What follows belongs to an exercise in optimizing a design on an open flow for small area; a production flow would make more cautious choices.
The RTL was checked by simulation tests, not by an equivalence proof against the original design.

## alu_exec_top
module alu_exec_top (
    input  logic        clk,
    input  logic        rst,             
    input  logic [31:0] immediate,
    input  logic [31:0] operandA,
    input  logic [31:0] operandB,
    input  logic [1:0]  sourceSelect,
    input  logic [1:0]  aluControl,
    output logic [31:0] result,
    output logic [1:0]  compareResult,
    output logic        overflow
);
Size: about 1500 cells after synthesis, ~140 flip-flops.
clock: 9.0 ns
lec_check: 0
cap_margin: 10
core_margin: 2
core_utilization: 70
cts_buf_list: sky130_fd_sc_hd__clkbuf_8
slew_margin: 10
standard.sh (not shown) runs the stock make flow with config.mk's settings and CLKGATE_MAP_FILE= SYNTH_SCRIPT=/design/flow/synth_recipe.tcl, a recipe that flattens the netlist after the stock synthesis.
==> flow/flow/run.sh <==
#!/bin/bash
# Own layout flow: the standard ORFS flow (standard.sh) with these changes:
#  - Yosys's synth runs without its quick "abc -fast" pre-mapping (SYNTH_ARGS=-noabc),
#    so the full adders that extract_fa finds keep the polarity the RTL gives them and
#    need no inverters between them;
#  - the final ABC mapping uses flow/abc_area_nf.script (one area-recovering &nf
#    mapping pass) instead of ORFS's abc_speed.script; flow/synth_abc.tcl is
#    synth_recipe.tcl with that one substitution;
#  - ports are buffered with sky130_fd_sc_hd__buf_1 instead of the delay buffer
#    buffer_ports picks by default.
# Each step's full output goes to a log file in the folder this runs in.
set -euo pipefail
W=$PWD
bash standard.sh SYNTH_ARGS=-noabc SYNTH_SCRIPT=$W/flow/synth_abc.tcl \
  ABC_SCRIPT_OVERRIDE=$W/flow/abc_area_nf.script \
  "BUFFER_PORTS_ARGS=-buffer_cell sky130_fd_sc_hd__buf_1" finish > flow_make.log 2>&1
==> flow/flow/abc_area_nf.script <==
&get -n
&st
&dch
&nf -p -R 1000
&put
buffer -c
topo
stime -c
upsize -c
dnsize -c
==> flow/flow/synth_abc.tcl <==
# The standard synthesis script (synth_recipe.tcl), with the final ABC mapping
# run with the script named by ABC_SCRIPT_OVERRIDE instead of ORFS's abc_speed.script.
proc synth {args} { yosys synth -nofsm -noshare {*}$args }
proc abc {args} {
  set i [lsearch -exact $args -script]
  if { $i >= 0 && [info exists ::env(ABC_SCRIPT_OVERRIDE)] } {
    lset args [expr { $i + 1 }] $::env(ABC_SCRIPT_OVERRIDE)
  }
  yosys abc {*}$args
}
source $::env(SCRIPTS_DIR)/synth.tcl
# left out here: clear keep_hierarchy, flatten, clean up, hide names made inside functions, write 1_2_yosys.v
Edit:
--- a/flow/flow/run.sh
+++ b/flow/flow/run.sh
@@ -7,4 +7,6 @@
 #    mapping pass) instead of ORFS's abc_speed.script; flow/synth_abc.tcl is
 #    synth_recipe.tcl with that one substitution;
+#  - after global routing, ORFS's power recovery (RECOVER_POWER=100) downsizes gates
+#    on paths with positive slack;
 #  - ports are buffered with sky130_fd_sc_hd__buf_1 instead of the delay buffer
 #    buffer_ports picks by default.
@@ -14,3 +16,3 @@
 bash standard.sh SYNTH_ARGS=-noabc SYNTH_SCRIPT=$W/flow/synth_abc.tcl \
   ABC_SCRIPT_OVERRIDE=$W/flow/abc_area_nf.script \
-  "BUFFER_PORTS_ARGS=-buffer_cell sky130_fd_sc_hd__buf_1" finish > flow_make.log 2>&1
+  "BUFFER_PORTS_ARGS=-buffer_cell sky130_fd_sc_hd__buf_1" RECOVER_POWER=100 finish > flow_make.log 2>&1
- CORE_UTILIZATION: 70 -> 60
- CTS_BUF_LIST: sky130_fd_sc_hd__clkbuf_8 -> sky130_fd_sc_hd__clkbuf_8 sky130_fd_sc_hd__clkbuf_16
After rerunning: This time the run finished but fails on capacitance limit, slew limit. Cell count is higher by 2.6%. Cell area increases by about 1.2%. Hold slack got worse by 26 ps.

--- another note on this design; it stands on its own ---

==> inputs of 01-02 <==
## alu_exec_top
module alu_exec_top (
    input  logic        clk,
    input  logic        rst,             
    input  logic [31:0] immediate,
    input  logic [31:0] operandA,
    input  logic [31:0] operandB,
    input  logic [1:0]  sourceSelect,
    input  logic [1:0]  aluControl,
    output logic [31:0] result,
    output logic [1:0]  compareResult,
    output logic        overflow
);
logic [31:0] imm_q, opa_q, opb_q;
logic [1:0]  sel_q, ctl_q;
logic [31:0] selA, selB;
logic [31:0] alu_result;
logic [1:0]  alu_compare;
logic        alu_overflow;
always_ff @(posedge clk) begin
    if (rst) begin
        imm_q <= 32'h0;
        opa_q <= 32'h0;
        opb_q <= 32'h0;
        sel_q <= 2'b00;
        ctl_q <= 2'b00;
    end else begin
        imm_q <= immediate;
        opa_q <= operandA;
        opb_q <= operandB;
        sel_q <= sourceSelect;
        ctl_q <= aluControl;
    end
end
ALUSourceSelect aluss (
    .immediate(imm_q),
  ...
clock: 9.0 ns
lec_check: 0
cap_margin: 0
core_margin: 2
core_utilization: 60
cts_buf_list: sky130_fd_sc_hd__clkbuf_8 sky130_fd_sc_hd__clkbuf_16
slew_margin: 0
standard.sh (not shown) runs the stock make flow with config.mk's settings and CLKGATE_MAP_FILE= SYNTH_SCRIPT=/design/flow/synth_recipe.tcl, a recipe that flattens the netlist after the stock synthesis.
==> flow/flow/run.sh <==
#!/bin/bash
# Own layout flow: the standard ORFS flow (standard.sh) with these changes:
#  - Yosys's synth runs without its quick "abc -fast" pre-mapping (SYNTH_ARGS=-noabc),
#    so the full adders that extract_fa finds keep the polarity the RTL gives them and
#    need no inverters between them;
#  - the final ABC mapping uses flow/abc_area_nf.script (one area-recovering &nf
#    mapping pass) instead of ORFS's abc_speed.script; flow/synth_abc.tcl is
#    synth_recipe.tcl with that one substitution;
#  - ports are buffered with sky130_fd_sc_hd__buf_1 instead of the delay buffer
#    buffer_ports picks by default.
# Each step's full output goes to a log file in the folder this runs in.
set -euo pipefail
W=$PWD
bash standard.sh SYNTH_ARGS=-noabc SYNTH_SCRIPT=$W/flow/synth_abc.tcl \
  ABC_SCRIPT_OVERRIDE=$W/flow/abc_area_nf.script \
  "BUFFER_PORTS_ARGS=-buffer_cell sky130_fd_sc_hd__buf_1" finish > flow_make.log 2>&1
==> flow/flow/abc_area_nf.script <==
&get -n
&st
&dch
&nf -p -R 1000
&put
buffer -c
topo
stime -c
upsize -c
dnsize -c
==> flow/flow/synth_abc.tcl <==
# The standard synthesis script (synth_recipe.tcl), with the final ABC mapping
# run with the script named by ABC_SCRIPT_OVERRIDE instead of ORFS's abc_speed.script.
proc synth {args} { yosys synth -nofsm -noshare {*}$args }
proc abc {args} {
  set i [lsearch -exact $args -script]
  if { $i >= 0 && [info exists ::env(ABC_SCRIPT_OVERRIDE)] } {
    lset args [expr { $i + 1 }] $::env(ABC_SCRIPT_OVERRIDE)
  }
  yosys abc {*}$args
}
source $::env(SCRIPTS_DIR)/synth.tcl
# left out here: clear keep_hierarchy, flatten, clean up, hide names made inside functions, write 1_2_yosys.v
==> 12-17: changes against 01-02 <==
Settings changed: CAP_MARGIN 0 to 10, CORE_UTILIZATION 60 to 80, CTS_BUF_LIST sky130_fd_sc_hd__clkbuf_8 sky130_fd_sc_hd__clkbuf_16 to sky130_fd_sc_hd__clkbuf_8, SLEW_MARGIN 0 to 10.
==> notes <==
Between 12-17 and 01-02, the lower cell count is in 12-17 (gap 4.0%, measured against 01-02). 12-17 finished clean. 01-02 finished clean. Non-clock buffer count: 01-02 is higher than 12-17 (8). Of 01-02 and 12-17, 01-02 has the higher register-to-register slack (gap 0.38 ns). Between 12-17 and 01-02, the lower via count is in 01-02 (gap 12%, measured against 01-02).

==> afterwards: timing with drivers on the ports <==
No port has a modelled driver above. Below, the same layouts with a new extraction and two added sets of constraints.
Step 1 assumes that a clkbuf_16 drives the clock port and a buf_2 every other input.
Step 2, shift: input delay + t, output delay - t, t = (earliest + latest rising clock arrival at the registers) / 2. This alone moves slack from input paths to output paths.
Three values: ideal ports, drivers, drivers and shift; two values: the first two.
run | shift t [ns] | setup slack, ns | worst hold slack (ns) | latest minus earliest clock arrival (ns) | pins driven straight from the clock port
the first run of note 1 | 0.499 | 0.476 / 0.476 / 0.476 | 0.502 / 0.502 / 0.502 | 0.028 / 0.027 | 1
the second run of note 1 | 0.477 | 0.566 / 0.566 / 0.566 | 0.476 / 0.476 / 0.476 | 0.020 / 0.020 | 1
01-02 | 0.477 | 0.601 / 0.601 / 0.601 | 0.476 / 0.476 / 0.476 | 0.020 / 0.020 | 1
12-17 | 0.516 | 0.222 / 0.222 / 0.222 | 0.503 / 0.503 / 0.503 | 0.020 / 0.021 | 1
